Source: an optimization exercise on an open RTL-to-GDS flow (aim: small area and a short achievable clock period). Production flows keep margins and buffers that such runs may drop.
RTL that was checked went through simulation tests only; none was proved equivalent to the original.
Power is estimated from default activity; no workload was simulated.

JK:
// multiplier
module multiplier (a, b, prod, qnan, infinity, zero, normal, clk);
For scale: ~62 flip-flops, ~53 I/O pins, ~5300 um^2 of cells after synthesis.
clock: 12.0 ns
lec_check: 0
cap_margin: 20
core_margin: 2
core_utilization: 62
cts_buf_list: sky130_fd_sc_hd__clkbuf_8
place_density: 0.75
slew_margin: 20
synth_hierarchical: 1
standard.sh (not shown) runs the stock make flow with config.mk's settings and CLKGATE_MAP_FILE= SYNTH_SCRIPT=/design/flow/synth_recipe.tcl, a recipe that flattens the netlist after the stock synthesis.
==> flow/flow/run.sh <==
#!/bin/bash
set -euo pipefail
cp standard.sh standard_copy.sh
sed "s|^make -C|make SETUP_SLACK_MARGIN=7.9 'CTS_ARGS=-sink_clustering_enable -repair_clock_nets -buf_list sky130_fd_sc_hd__clkbuf_8 -dont_use_dummy_load' 'BUFFER_PORTS_ARGS=-buffer_cell sky130_fd_sc_hd__buf_2' -C|" standard.sh > tight.sh
grep -q "BUFFER_PORTS_ARGS=-buffer_cell" tight.sh
bash tight.sh > make_flow.log 2>&1
Relative to JK, the following input files were edited for MS:
Settings: CTS_BUF_LIST now sky130_fd_sc_hd__clkbuf_16, was sky130_fd_sc_hd__clkbuf_8; CORE_UTILIZATION now 55, was 62; PLACE_DENSITY now 0.7, was 0.75; CTS_CLUSTER_DIAMETER now 300, previously not set; CTS_CLUSTER_SIZE now 60, previously not set.
==> flow/flow/run.sh <==
#!/bin/bash
set -euo pipefail
cp standard.sh standard_copy.sh
sed 's|^make -C|make SETUP_SLACK_MARGIN=7.8 -C|' standard.sh > tight.sh
grep -q "SETUP_SLACK_MARGIN=7.8" tight.sh
bash tight.sh > make_flow.log 2>&1
Results
- The maximum clock frequency of MS is lower than that of JK.
- MS ended up with a lower via count than JK did.
- Changes observed in MS relative to JK: setup slack lost 0.13 ns, core region area went up 1100 um^2.
- Compared MS against JK; multi-input gate area in the final layout within noise.
- Looking at area overhead of the layout relative to synthesis, MS sits 8.8 points above JK.
- Instance count on the critical path: higher on JK
- MS has die area above what JK had.
- The run with more routed wire is MS, not JK.
- Final critical path time including I/O delays and setup ended up 0.13 ns higher on MS than on JK.
Inputs modified between MS and AL:
Settings: removing CTS_CLUSTER_DIAMETER (formerly 300); changing CORE_UTILIZATION from 55 to 62; changing CTS_BUF_LIST from sky130_fd_sc_hd__clkbuf_16 to sky130_fd_sc_hd__clkbuf_8; removing CTS_CLUSTER_SIZE (formerly 60); changing PLACE_DENSITY from 0.7 to 0.75.
==> flow/flow/run.sh <==
#!/bin/bash
set -euo pipefail
cp standard.sh standard_copy.sh
sed "s|^make -C|make SETUP_SLACK_MARGIN=8.4 'CTS_ARGS=-sink_clustering_enable -repair_clock_nets -buf_list sky130_fd_sc_hd__clkbuf_8 -dont_use_dummy_load' 'BUFFER_PORTS_ARGS=-buffer_cell sky130_fd_sc_hd__buf_2' -C|" standard.sh > tight.sh
grep -q "BUFFER_PORTS_ARGS=-buffer_cell" tight.sh
bash tight.sh > make_flow.log 2>&1
--- outcome ---
Taking MS as the reference, in AL setup slack now sits higher; global-route usage moved up; height of the chip fell 5.7 um; layout filler cell count went down by about 47%.
Edits applied to the flow inputs when going from AL to TR:
Settings: CTS_BUF_LIST removed (was sky130_fd_sc_hd__clkbuf_8); TNS_END_PERCENT newly set to 0.
==> flow/flow/run.sh <==
#!/bin/bash
set -euo pipefail
cp standard.sh standard_copy.sh
sed "s|^make -C|make SETUP_SLACK_MARGIN=7.8 'CTS_ARGS=-sink_clustering_enable -repair_clock_nets -buf_list sky130_fd_sc_hd__clkbuf_8 -dont_use_dummy_load' -C|" standard.sh > tight.sh
grep -q "SETUP_SLACK_MARGIN=7.8 'CTS_ARGS=" tight.sh
bash tight.sh > make_flow.log 2>&1
[summary]
- [TR] portion of the clock cycle consumed by the worst path in the final layout rose 3.6 points relative to AL
- Compared to AL, TR has overall routing resource usage 3.7 points lower.
- Going from AL to TR, the hold slack was found to have gone down by 0.014 ns.
- Of TR and AL, it is TR that has the lower design area.
- Compared with AL, TR shows a higher final critical-path required period.
Input-level comparison between PW and TR:
Settings: a deleted TNS_END_PERCENT that had been 0; a change of PLACE_DENSITY from 0.75 to 0.7; an added CTS_BUF_LIST of sky130_fd_sc_hd__clkbuf_8; a change of CORE_UTILIZATION from 62 to 55.
==> flow/flow/run.sh <==
#!/bin/bash
set -euo pipefail
cp standard.sh standard_copy.sh
sed 's|^make -C|make SETUP_SLACK_MARGIN=7.6 -C|' standard.sh > tight.sh
grep -q "SETUP_SLACK_MARGIN=7.6" tight.sh
bash tight.sh > make_flow.log 2>&1
==> comparison <==
PW completed; timing, DRC and antenna clean
Area growth from synthesis to layout (lower): TR
According to the power report, total power for PW is higher than for TR.
Reported for TR and PW, fraction of registers with async set or reset after synthesis turned out identical to the last digit.
On time the worst path needs with I/O delays and setup, PW does better than TR.
PW against TR: critical path depth shrank by 1, final design area excluding fillers grew by about 3.2%, reported leakage power grew by 4.7%, die area grew by 12%, number of optimization iterations in the first detailed-route pass held steady.
In the metrics for TR and PW, the one carrying the lower final core utilization is PW.
The combinational logic power of TR and that of PW are within noise of each other.


multiplier, a different RTL version from the one above (not shown whole).
Size: about 560 cells after synthesis, about 63 flip-flops, ~53 I/O pins, about 5400 sq um of cells after synthesis.
Settings: LEC_CHECK=0, CAP_MARGIN=20, CORE_MARGIN=2, CORE_UTILIZATION=55, CTS_BUF_LIST=sky130_fd_sc_hd__clkbuf_8, PLACE_DENSITY=0.7, SLEW_MARGIN=20, SYNTH_HIERARCHICAL=1; clock period 12.0 ns.
==> flow/flow/run.sh <==
#!/bin/bash
set -euo pipefail
cp standard.sh standard_copy.sh
sed 's|^make -C|make SETUP_SLACK_MARGIN=7.8 MATCH_CELL_FOOTPRINT=0 -C|' standard.sh > tight.sh
grep -q "SETUP_SLACK_MARGIN=7.8 MATCH_CELL_FOOTPRINT=0" tight.sh
bash tight.sh > make_flow.log 2>&1
Then changed:
==> flow/flow/run.sh (replaced) <==
#!/bin/bash
set -euo pipefail
cp standard.sh standard_copy.sh
sed 's|^make -C|make SETUP_SLACK_MARGIN=9 -C|' standard.sh > tight.sh
grep -q "SETUP_SLACK_MARGIN=9" tight.sh
bash tight.sh > make_flow.log 2>&1
Area after synthesis is unchanged.
Clock skew barely changes.
Synthesized cell count does not change.
Then changed:
==> flow/flow/run.sh (replaced) <==
#!/bin/bash
set -euo pipefail
cp standard.sh standard_copy.sh
sed 's|^make -C|make SETUP_SLACK_MARGIN=7 -C|' standard.sh > tight.sh
grep -q "SETUP_SLACK_MARGIN=7" tight.sh
bash tight.sh > make_flow.log 2>&1
Settings changed: CORE_UTILIZATION 55 to 75, PLACE_DENSITY 0.7 to 0.9.
=> Clock power drops by about 8%; register-to-register slack gets worse by 0.76 ns; worst setup slack gets worse by 0.70 ns.
Then changed:
==> flow/flow/run.sh (replaced) <==
#!/bin/bash
set -euo pipefail
cp standard.sh standard_copy.sh
sed 's|^make -C|make SETUP_SLACK_MARGIN=7.8 -C|' standard.sh > tight.sh
grep -q "SETUP_SLACK_MARGIN=7.8" tight.sh
bash tight.sh > make_flow.log 2>&1
Settings changed: CORE_UTILIZATION 75 to 55, PLACE_DENSITY 0.9 to 0.7.
After rerunning: The changed run ran to the end with no violations; die area is higher by 35%; worst setup slack gets better by 0.49 ns; synthesized cell count is unchanged; count of clock-buffer cells in the layout is lower by 1; sequential cell count does not change.
Then changed:
==> flow/flow/run.sh (replaced) <==
#!/bin/bash
set -euo pipefail
cp standard.sh standard_copy.sh
sed 's|^make -C|make SETUP_SLACK_MARGIN=8 -C|' standard.sh > tight.sh
grep -q "SETUP_SLACK_MARGIN=8" tight.sh
bash tight.sh > make_flow.log 2>&1
Settings changed: CORE_UTILIZATION 55 to 75, PLACE_DENSITY 0.7 to 0.9.
Effect: This time the run ended with an error in global routing (5_1_grt) on GRT-0232. Area after synthesis is unchanged. Synthesized cell count does not change.


Another version of the RTL of multiplier (not shown whole).
Size: ~71 flip-flops, roughly 53 I/O pins, about 5600 sq um of cells after synthesis.
==> flow/config.mk <==
export PLATFORM = sky130hd
export DESIGN_NAME = multiplier
export DESIGN_NICKNAME = multiplier
export VERILOG_FILES = /design/flow/design.v
export SDC_FILE = /design/flow/constraint.sdc
export NUM_CORES = 4
export LEC_CHECK = 0
export CAP_MARGIN = 20
export CORE_MARGIN = 2
export CORE_UTILIZATION = 62
export CTS_BUF_LIST = sky130_fd_sc_hd__clkbuf_8
export PLACE_DENSITY = 0.75
export SLEW_MARGIN = 20
export SYNTH_HIERARCHICAL = 1
==> flow/constraint.sdc <==
create_clock -name core_clock -period 12.0 [get_ports {clk}]
set_input_delay 2.4000 -clock core_clock [delete_from_list [all_inputs] [get_ports {clk}]]
set_output_delay 2.4000 -clock core_clock [all_outputs]
set_load 0.01 [all_outputs]
==> flow/flow/run.sh <==
#!/bin/bash
set -euo pipefail
cp standard.sh standard_copy.sh
sed "s|^make -C|make SETUP_SLACK_MARGIN=7.95 'CTS_ARGS=-sink_clustering_enable -repair_clock_nets -buf_list sky130_fd_sc_hd__clkbuf_8 -dont_use_dummy_load' -C|" standard.sh > tight.sh
grep -q "SETUP_SLACK_MARGIN=7.95 'CTS_ARGS=" tight.sh
bash tight.sh > make_flow.log 2>&1
Edit:
==> flow/flow/run.sh (replaced) <==
#!/bin/bash
set -euo pipefail
cp standard.sh standard_copy.sh
sed "s|^make -C|make SETUP_SLACK_MARGIN=8.0 'CTS_ARGS=-sink_clustering_enable -repair_clock_nets -buf_list sky130_fd_sc_hd__clkbuf_8 -dont_use_dummy_load' 'BUFFER_PORTS_ARGS=-buffer_cell sky130_fd_sc_hd__buf_1' -C|" standard.sh > tight.sh
grep -q "BUFFER_PORTS_ARGS=-buffer_cell" tight.sh
bash tight.sh > make_flow.log 2>&1
Outcome: Global-route usage decreases by 1.5 points. Non-clock buffer count goes up by 3. Register-to-register slack loses 40 ps. Cell area falls by a few percent. Setup slack gains 43 ps.
Edit:
==> flow/flow/run.sh (replaced) <==
#!/bin/bash
set -euo pipefail
cp standard.sh standard_copy.sh
sed "s|^make -C|make SETUP_SLACK_MARGIN=7.8 'CTS_ARGS=-sink_clustering_enable -repair_clock_nets -buf_list sky130_fd_sc_hd__clkbuf_8 -dont_use_dummy_load' -C|" standard.sh > tight.sh
grep -q "SETUP_SLACK_MARGIN=7.8 'CTS_ARGS=" tight.sh
bash tight.sh > make_flow.log 2>&1
Via count fell by 1.3%.
Synthesized cell count does not change.
Global-route usage grows by 1.9 points.
Clock-buffer cell count does not change.
Power went down by 3.2%.
Routed wire length climbs by 1.9%.
Worst setup slack is worse by 110 ps.
Non-clock buffer count shrinks by 3.
Edit:
==> flow/flow/run.sh (replaced) <==
#!/bin/bash
set -euo pipefail
cp standard.sh standard_copy.sh
sed "s|^make -C|make SETUP_SLACK_MARGIN=7.8 'CTS_ARGS=-sink_clustering_enable -repair_clock_nets -buf_list sky130_fd_sc_hd__clkbuf_8 -dont_use_dummy_load' 'BUFFER_PORTS_ARGS=-buffer_cell sky130_fd_sc_hd__buf_2' -C|" standard.sh > tight.sh
grep -q "BUFFER_PORTS_ARGS=-buffer_cell" tight.sh
bash tight.sh > make_flow.log 2>&1
Result:
- The new run passed the timing, DRC and antenna checks
- total power falls by a few percent
- global-route usage is lower by 1.6 points
- setup slack gets better by 35 ps
- core utilization went down by 3.2 points
- maximum frequency increases slightly
- clock skew grows by 6.3 ps
Function was not checked in any run of this note: the RTL went through the layout flow alone.


Setup of before:
multiplier, a different RTL version from the one above (not shown whole).
Size: ~53 I/O pins, roughly 0.0053 mm2 of cells after synthesis.
==> flow/config.mk <==
export PLATFORM = sky130hd
export DESIGN_NAME = multiplier
export DESIGN_NICKNAME = multiplier
export VERILOG_FILES = /design/flow/design.v
export SDC_FILE = /design/flow/constraint.sdc
export NUM_CORES = 4
export LEC_CHECK = 0
export CAP_MARGIN = 20
export CORE_MARGIN = 2
export CORE_UTILIZATION = 40
export SLEW_MARGIN = 20
export SYNTH_HIERARCHICAL = 1
==> flow/constraint.sdc <==
create_clock -name core_clock -period 12.0 [get_ports {clk}]
set_input_delay 2.4000 -clock core_clock [delete_from_list [all_inputs] [get_ports {clk}]]
set_output_delay 2.4000 -clock core_clock [all_outputs]
set_load 0.01 [all_outputs]
run.sh (not shown) runs the stock make flow with config.mk's settings and CLKGATE_MAP_FILE= SYNTH_SCRIPT=/design/flow/synth_recipe.tcl, a recipe that flattens the netlist after the stock synthesis.
Stock flow here: none of the scripts above is used.
Every stage of the flow completed for before, and the final layout passed the timing, DRC and antenna checks.
Edits applied to the flow inputs when going from before to after:
- SYNTH_HIERARCHICAL: 1 -> unset
Findings:
Looking at proportion of cell area spent on the clock network, after sits 0.41 points below before.
There was hardly any difference in maximum VDD drop between after and before.
Diff before -> after: die area saw an increase; summed area of non-filler cells in the final layout went up by 420 um2.
Summary: wire length of the first global-routing pass, after worse than before
Summary of the comparison: worst setup slack is lower in after, relative to before.
Compare after and before | final critical-path share of the clock period lower: before
No run of this note included a check of the RTL's function; only the layout flow was run.


multiplier with an RTL version that a note above also has.
Size in the first run: roughly 560 cells after synthesis, roughly 62 flip-flops, roughly 53 I/O pins, about 5300 sq um of cells after synthesis.
==> flow/design.v (excerpt) <==
module multiplier (a, b, prod, qnan, infinity, zero, normal, clk);
clock: 12.0 ns
lec_check: 0
cap_margin: 20
core_margin: 2
core_utilization: 62
cts_buf_list: sky130_fd_sc_hd__clkbuf_8
place_density: 0.75
slew_margin: 20
synth_hierarchical: 1
standard.sh (not shown) runs the stock make flow with config.mk's settings and CLKGATE_MAP_FILE= SYNTH_SCRIPT=/design/flow/synth_recipe.tcl, a recipe that flattens the netlist after the stock synthesis.
==> flow/flow/run.sh <==
#!/bin/bash
set -euo pipefail
cp standard.sh standard_copy.sh
sed "s|^make -C|make SETUP_SLACK_MARGIN=7.95 'CTS_ARGS=-sink_clustering_enable -repair_clock_nets -buf_list sky130_fd_sc_hd__clkbuf_8 -dont_use_dummy_load' 'BUFFER_PORTS_ARGS=-buffer_cell sky130_fd_sc_hd__buf_1' -C|" standard.sh > tight.sh
grep -q "BUFFER_PORTS_ARGS=-buffer_cell" tight.sh
bash tight.sh > make_flow.log 2>&1
Then changed:
==> flow/flow/run.sh (replaced) <==
#!/bin/bash
set -euo pipefail
cp standard.sh standard_copy.sh
sed 's|^make -C|make SETUP_SLACK_MARGIN=7.8 -C|' standard.sh > tight.sh
grep -q "SETUP_SLACK_MARGIN=7.8" tight.sh
bash tight.sh > make_flow.log 2>&1
Settings changed: CORE_UTILIZATION 62 to 55, PLACE_DENSITY 0.75 to 0.7.
Result: The changed run completed with no timing, DRC or antenna violations. Worst setup slack got worse by 0.16 ns. Total power went up by 9.1%. Count of clock-buffer cells in the layout is unchanged. Via count increases by 0.53%. Fmax decreases by 3.9%. Cell count rises by 4.0%. First-iteration DRC count fell by 5.0%. Synthesized area does not change.
Then changed:
==> flow/flow/run.sh (replaced) <==
#!/bin/bash
set -euo pipefail
cp standard.sh standard_copy.sh
sed "s|^make -C|make SETUP_SLACK_MARGIN=8.1 'CTS_ARGS=-sink_clustering_enable -repair_clock_nets -buf_list sky130_fd_sc_hd__clkbuf_8 -dont_use_dummy_load' 'BUFFER_PORTS_ARGS=-buffer_cell sky130_fd_sc_hd__buf_1' -C|" standard.sh > tight.sh
grep -q "BUFFER_PORTS_ARGS=-buffer_cell" tight.sh
bash tight.sh > make_flow.log 2>&1
Settings changed: CORE_UTILIZATION 55 to 62, PLACE_DENSITY 0.7 to 0.75.
Outcome: Setup slack gets better by 0.17 ns. Count of clock-buffer cells in the layout does not change. Area after synthesis stays the same. Cell area fell by 3.5%. First-iteration DRC count rose by 16%. Critical path depth climbs by 3. Global-route usage climbs by 0.94 points. Wire length is lower by 2.6%. Total power came out lower by 0.93%. Worst hold slack gets worse by 0.0094 ns.
Then changed:
==> flow/flow/run.sh (replaced) <==
#!/bin/bash
set -euo pipefail
cp standard.sh standard_copy.sh
sed "s|^make -C|make SETUP_SLACK_MARGIN=7.8 MATCH_CELL_FOOTPRINT=0 'CTS_ARGS=-sink_clustering_enable -repair_clock_nets -buf_list sky130_fd_sc_hd__clkbuf_8 -dont_use_dummy_load' -C|" standard.sh > tight.sh
grep -q "SETUP_SLACK_MARGIN=7.8 MATCH_CELL_FOOTPRINT=0 'CTS_ARGS=" tight.sh
bash tight.sh > make_flow.log 2>&1
- The new run finished clean
- global-route usage came out higher by 0.74 points
- cell count barely changes
- final area is higher by 2.8%
- routed wire length goes up by 3.8%
- critical path depth goes down by 3
- via count grows by about 0.7%
- setup slack is worse by 0.17 ns
- area after synthesis stays the same
- count of clock-buffer cells in the layout does not change
- core utilization went up by 2.1 points
- sequential share of layout area fell by 1.4 points
Then changed:
==> flow/flow/run.sh (replaced) <==
#!/bin/bash
set -euo pipefail
cp standard.sh standard_copy.sh
sed "s|^make -C|make SETUP_SLACK_MARGIN=7.8 'CTS_ARGS=-sink_clustering_enable -repair_clock_nets -buf_list sky130_fd_sc_hd__clkbuf_8 -dont_use_dummy_load' -C|" standard.sh > tight.sh
grep -q "SETUP_SLACK_MARGIN=7.8 'CTS_ARGS=" tight.sh
bash tight.sh > make_flow.log 2>&1
Settings changed: CTS_BUF_LIST sky130_fd_sc_hd__clkbuf_8 to unset, TNS_END_PERCENT set to 30.
Outcome: The changed run completed with no timing, DRC or antenna violations; core utilization shrinks by 1.3 points; routed wire length is lower by about 2.4%; global-route usage hardly moves; area after synthesis does not change; design area went down by 1.7%; final cell count falls by 1.5%; power drops by about 0.45%; worst setup slack got worse by 0.047 ns.
Then changed:
==> flow/flow/run.sh (replaced) <==
#!/bin/bash
set -euo pipefail
cp standard.sh standard_copy.sh
sed "s|^make -C|make SETUP_SLACK_MARGIN=8.0 'CTS_ARGS=-sink_clustering_enable -repair_clock_nets -buf_list sky130_fd_sc_hd__clkbuf_8 -dont_use_dummy_load' 'BUFFER_PORTS_ARGS=-buffer_cell sky130_fd_sc_hd__buf_1' -C|" standard.sh > tight.sh
grep -q "BUFFER_PORTS_ARGS=-buffer_cell" tight.sh
bash tight.sh > make_flow.log 2>&1
Settings changed: CORE_UTILIZATION 62 to 58, PLACE_DENSITY 0.75 to 0.72, TNS_END_PERCENT 30 to unset.
Core utilization decreases by 7.6 points.
Global-route usage decreases by 1.7 points.
Die area increases by 6.6%.
Flip-flop and latch count stays the same.
Clock power barely changes.
Design area decreases by 4.3%.
Worst setup slack gains 0.23 ns.

port drivers added, routing unchanged:
The flow's constraints put no driver on any port. The routed layouts listed below were extracted and timed again, unchanged, in two steps.
Step 1 assumes that a clkbuf_16 drives the clock port and a buf_2 every other input.
Step 2 adds t to the input delays and takes it off the output delays; t is the mean of the earliest and latest rising clock arrival at the registers after step 1. Input paths then give back, and output paths get back, about the clock's delay inside the block.
a / b / c = no drivers / after step 1 / after step 2; a / b = the first two.
run	t, ns	setup WS [ns]	hold slack, ns
JK	0.364	7.977 / 7.943 / 8.048	0.330 / 0.330 / 0.330
MS	0.362	7.848 / 7.810 / 8.022	0.335 / 0.335 / 0.335
AL	0.364	8.080 / 8.046 / 8.143	0.334 / 0.334 / 0.334
TR	0.361	7.647 / 7.616 / 7.755	0.320 / 0.320 / 0.320
PW	0.373	7.727 / 7.693 / 7.778	0.339 / 0.339 / 0.339
the first run of note 2	0.373	7.876 / 7.845 / 7.945	0.346 / 0.346 / 0.346
the second run of note 2	0.362	8.088 / 8.057 / 8.184	0.345 / 0.345 / 0.345
the third run of note 2	0.384	7.389 / 7.359 / 7.417	0.348 / 0.348 / 0.348
the fourth run of note 2	0.372	7.875 / 7.844 / 7.976	0.345 / 0.345 / 0.345
the first run of note 3	0.377	8.017 / 7.983 / 8.061	0.339 / 0.339 / 0.339
the second run of note 3	0.366	8.060 / 8.060 / 8.060	0.333 / 0.333 / 0.333
the third run of note 3	0.380	7.950 / 7.950 / 7.950	0.335 / 0.335 / 0.335
the fourth run of note 3	0.367	7.985 / 7.985 / 7.985	0.335 / 0.335 / 0.335
before	0.334	6.751 / 6.712 / 6.844	0.339 / 0.339 / 0.339
after	0.336	6.724 / 6.687 / 7.022	0.329 / 0.329 / 0.329
the first run of note 5	0.362	8.041 / 8.007 / 8.082	0.326 / 0.326 / 0.326
the second run of note 5	0.368	7.878 / 7.846 / 8.020	0.339 / 0.339 / 0.339
the third run of note 5	0.371	8.045 / 8.014 / 8.197	0.330 / 0.330 / 0.330
the fourth run of note 5	0.365	7.874 / 7.843 / 7.923	0.320 / 0.320 / 0.320
the fifth run of note 5	0.363	7.827 / 7.796 / 7.928	0.320 / 0.320 / 0.320
the sixth run of note 5	0.358	8.053 / 8.020 / 8.068	0.338 / 0.338 / 0.338
After both steps every run listed still meets setup and hold.
